Source: an optimization exercise on an open RTL-to-GDS flow (aim: small area). Production flows keep margins and buffers that such runs may drop. In this exercise RTL edits were held to simulation tests only and were not proved equivalent to the original. No activity file was given, so power comes from the tool's default toggle rates.

## try-sierra
## PROCESSOR
module PROCESSOR(input reset, clk, input [31:0] instr, output [31:0] pc,
                 output zero_flag, output [31:0] Write_data);
reg [4:0] pcq;
always @(posedge clk or posedge reset)
    if (reset) pcq <= 5'd0;
    else if (pcq >= 5'd21) pcq <= 5'd0;
    else pcq <= pcq + 5'd1;
assign pc = {25'b0, pcq, 2'b00};
wire [31:0] A, B, Ap, P, L;
wire [6:0] opcode = instr[6:0];
wire [4:0] rd  = instr[11:7];
wire [2:0] f3  = instr[14:12];
wire [4:0] rs1 = instr[19:15];
wire [4:0] rs2 = instr[24:20];
wire [6:0] f7  = instr[31:25];
wire [31:0] imm = {{20{instr[31]}}, instr[31:20]};
wire isR = (opcode == 7'b0110011);
wire isI = (opcode == 7'b0010011);
wire rSub  = isR & (f7 == 7'd0) & (f3 == 3'd1);
wire rMul  = isR & (f7 == 7'd0) & (f3 == 3'd2);
wire rShl  = isR & (f7 == 7'd1) & (f3 == 3'd0 | f3 == 3'd2);
wire rShr  = isR & (f7 == 7'd1) & (f3 == 3'd1 | f3 == 3'd3);
wire rSlt  = isR & (f7 == 7'd2) & (f3 == 3'd0);
wire rSgt  = isR & (f7 == 7'd2) & (f3 == 3'd1);
wire rXor  = isR & (f7 == 7'd3) & (f3 == 3'd0);
  ...
Settings: LEC_CHECK=0, CAP_MARGIN=20, CORE_MARGIN=2, CORE_UTILIZATION=45, SETUP_SLACK_MARGIN=0.2, SLEW_MARGIN=20; clock period 21.0 ns.
standard.sh (not shown) runs the stock make flow with config.mk's settings and CLKGATE_MAP_FILE= SYNTH_SCRIPT=/design/flow/synth_recipe.tcl, a recipe that flattens the netlist after the stock synthesis.
==> flow/flow/run.sh <==
#!/bin/bash
# The standard layout flow with these changes:
# - synthesis: the design's c_<gate> leaf modules are mapped one-to-one onto the library cells
#   of the same function (flow/map_cells.tcl, run as ORFS's SYNTH_CANONICALIZE_TCL hook)
#   instead of being flattened and re-mapped by ABC;
# - floorplan: the constant outputs share one tie cell (SKIP_REPAIR_TIE_FANOUT);
# - placement: the buffer put on every input and output port is buf_1 instead of the
#   buffer_ports default;
# - clock tree: larger sink clusters driven by clkbuf_8/clkbuf_16, and no dummy loads.
set -euo pipefail
bash standard.sh SYNTH_CANONICALIZE_TCL="$PWD/flow/map_cells.tcl" \
  SKIP_REPAIR_TIE_FANOUT=1 \
  BUFFER_PORTS_ARGS="-buffer_cell sky130_fd_sc_hd__buf_1" \
  CTS_ARGS="-sink_clustering_enable -repair_clock_nets -buf_list {sky130_fd_sc_hd__clkbuf_8 sky130_fd_sc_hd__clkbuf_16} -sink_clustering_size 28 -sink_clustering_max_diameter 100 -dont_use_dummy_load" \
  finish > standard_flow.log 2>&1
==> flow/flow/map_cells.tcl <==
# Map the design's c_<gate> leaf modules one-to-one onto the sky130_fd_sc_hd cells of the same
# function and pin names, so that synthesis keeps them as they are.
foreach {c lib} {
  a222oi a222oi_1  a22oi a22oi_1  a21oi a21oi_1  o21ai o21ai_0
  or2 or2_0  and2 and2_1  and3 and3_1  and2s and2_4  and3s and3_4  nor3s nor3_2  mux2s mux2_4  inv2 inv_2  inv4 inv_4  a22os a22o_2  nand2 nand2_1  nand3 nand3_1  nand4 nand4_1  nor2 nor2_1  nor3 nor3_1  nor4 nor4_1
  inv inv_1  xor2 xor2_1  xnor2 xnor2_1  mux2 mux2_1  mux2i mux2i_1  mux4 mux4_2
  fa fa_1  ha ha_1
} {
  yosys chtype -map c_$c sky130_fd_sc_hd__$lib
}
yosys hierarchy -top $::env(DESIGN_NAME)
### try-sierra -> try-pepper
Settings: a change of CORE_UTILIZATION from 45 to 40.
diff --git a/flow/flow/run.sh b/flow/flow/run.sh
--- a/flow/flow/run.sh
+++ b/flow/flow/run.sh
@@ -6 +5,0 @@
-# - floorplan: the constant outputs share one tie cell (SKIP_REPAIR_TIE_FANOUT);
@@ -12 +10,0 @@
-  SKIP_REPAIR_TIE_FANOUT=1 \
--- outcome ---
Sort try-pepper and try-sierra by sequential share of layout area, ascending, and try-pepper comes first.
try-pepper vs try-sierra — clock-buffer cell count dropped 1.
Of try-pepper and try-sierra, the higher die area belongs to try-pepper.
Setup changes, try-pepper to try-umber
Settings: changing CORE_UTILIZATION from 40 to 45.
--- outcome ---
The global-route wire length before repair reported for try-umber is smaller than that of try-pepper by about 0.6%.
In the metrics for try-pepper and try-umber, the one carrying the higher clock buffer count is try-pepper.
Comparing try-pepper and try-umber, the higher core utilization is on try-umber.
Any difference in ratio of total power to cell area between try-pepper and try-umber is small enough to ignore.
try-umber has less setup slack than try-pepper.
Summary: final wirelength, try-umber better than try-pepper
Compared with try-pepper, try-umber degrades time the final worst path needs with I/O delays and setup.

PROCESSOR, a different RTL version from the one above (not shown whole).
For scale: ~3600 cells after synthesis, roughly 1100 flip-flops, ~99 I/O pins, ~0.056 sq mm of cells after synthesis.
export LEC_CHECK = 0
export CAP_MARGIN = 20
export CORE_MARGIN = 2
export CORE_UTILIZATION = 45
export SETUP_SLACK_MARGIN = 0.2
export SLEW_MARGIN = 20
create_clock -name core_clock -period 21.0 [get_ports {clk}]
==> flow/flow/run.sh <==
#!/bin/bash
# The standard layout flow with these changes:
# - synthesis: the design's c_<gate> leaf modules are mapped one-to-one onto the library cells
#   of the same function (flow/map_cells.tcl, run as ORFS's SYNTH_CANONICALIZE_TCL hook)
#   instead of being flattened and re-mapped by ABC;
# - placement: the buffer put on every input and output port is buf_1 instead of the
#   buffer_ports default;
# - clock tree: larger sink clusters driven by clkbuf_8/clkbuf_16, and no dummy loads.
set -euo pipefail
bash standard.sh SYNTH_CANONICALIZE_TCL="$PWD/flow/map_cells.tcl" \
  BUFFER_PORTS_ARGS="-buffer_cell sky130_fd_sc_hd__buf_1" \
  CTS_ARGS="-sink_clustering_enable -repair_clock_nets -buf_list {sky130_fd_sc_hd__clkbuf_8 sky130_fd_sc_hd__clkbuf_16} -sink_clustering_size 28 -sink_clustering_max_diameter 100 -dont_use_dummy_load" \
  finish > standard_flow.log 2>&1
==> flow/flow/map_cells.tcl <==
# Map the design's c_<gate> leaf modules one-to-one onto the sky130_fd_sc_hd cells of the same
# function and pin names, so that synthesis keeps them as they are.
foreach {c lib} {
  a222oi a222oi_1  a22oi a22oi_1  a21oi a21oi_1  o21ai o21ai_0
  or2 or2_0  and2 and2_1  and3 and3_1  and2s and2_4  and3s and3_4  nor3s nor3_2  mux2s mux2_4  inv2 inv_2  nand2 nand2_1  nand3 nand3_1  nand4 nand4_1  nor2 nor2_1  nor3 nor3_1  nor4 nor4_1
  inv inv_1  xor2 xor2_1  xnor2 xnor2_1  mux2 mux2_1  mux2i mux2i_1  mux4 mux4_2
  fa fa_1  ha ha_1
} {
  yosys chtype -map c_$c sky130_fd_sc_hd__$lib
}
yosys hierarchy -top $::env(DESIGN_NAME)
Change:
--- a/flow/config.mk
+++ b/flow/config.mk
@@ -9,3 +9,3 @@
 export CORE_MARGIN = 2
-export CORE_UTILIZATION = 45
+export CORE_UTILIZATION = 40
 export SETUP_SLACK_MARGIN = 0.2
What happened: The changed run finished clean. Clock skew is about the same. Die area went up by about 12%. Clock-buffer cell count went up by 1. First-iteration DRC count went up by 0.35%. Final area went up by 0.43%.

[port drivers added, routing unchanged]
No port has a modelled driver above. Below, the same layouts with a new extraction and two added sets of constraints.
Step 1 assumes that a clkbuf_16 drives the clock port and a buf_2 every other input.
Step 2, shift: input delay + t, output delay - t, t = (earliest + latest rising clock arrival at the registers) / 2. This alone moves slack from input paths to output paths.
Three values: ideal ports, drivers, drivers and shift; two values: the first two.
run	t, ns	setup WS [ns]	worst setup path at the end	worst slew at a driven data input, ns
try-sierra	0.679	1.031 / 0.911 / 0.911	input to output	0.13
try-pepper	0.693	0.824 / 0.704 / 0.704	input to output	0.14
try-umber	0.696	0.770 / 0.654 / 0.654	input to output	0.13
the first run of note 2	0.684	1.161 / 1.136 / 1.136	input to output	0.13
the second run of note 2	0.703	1.276 / 1.238 / 1.238	input to output	0.12
After both steps setup and hold are still met in every run listed.
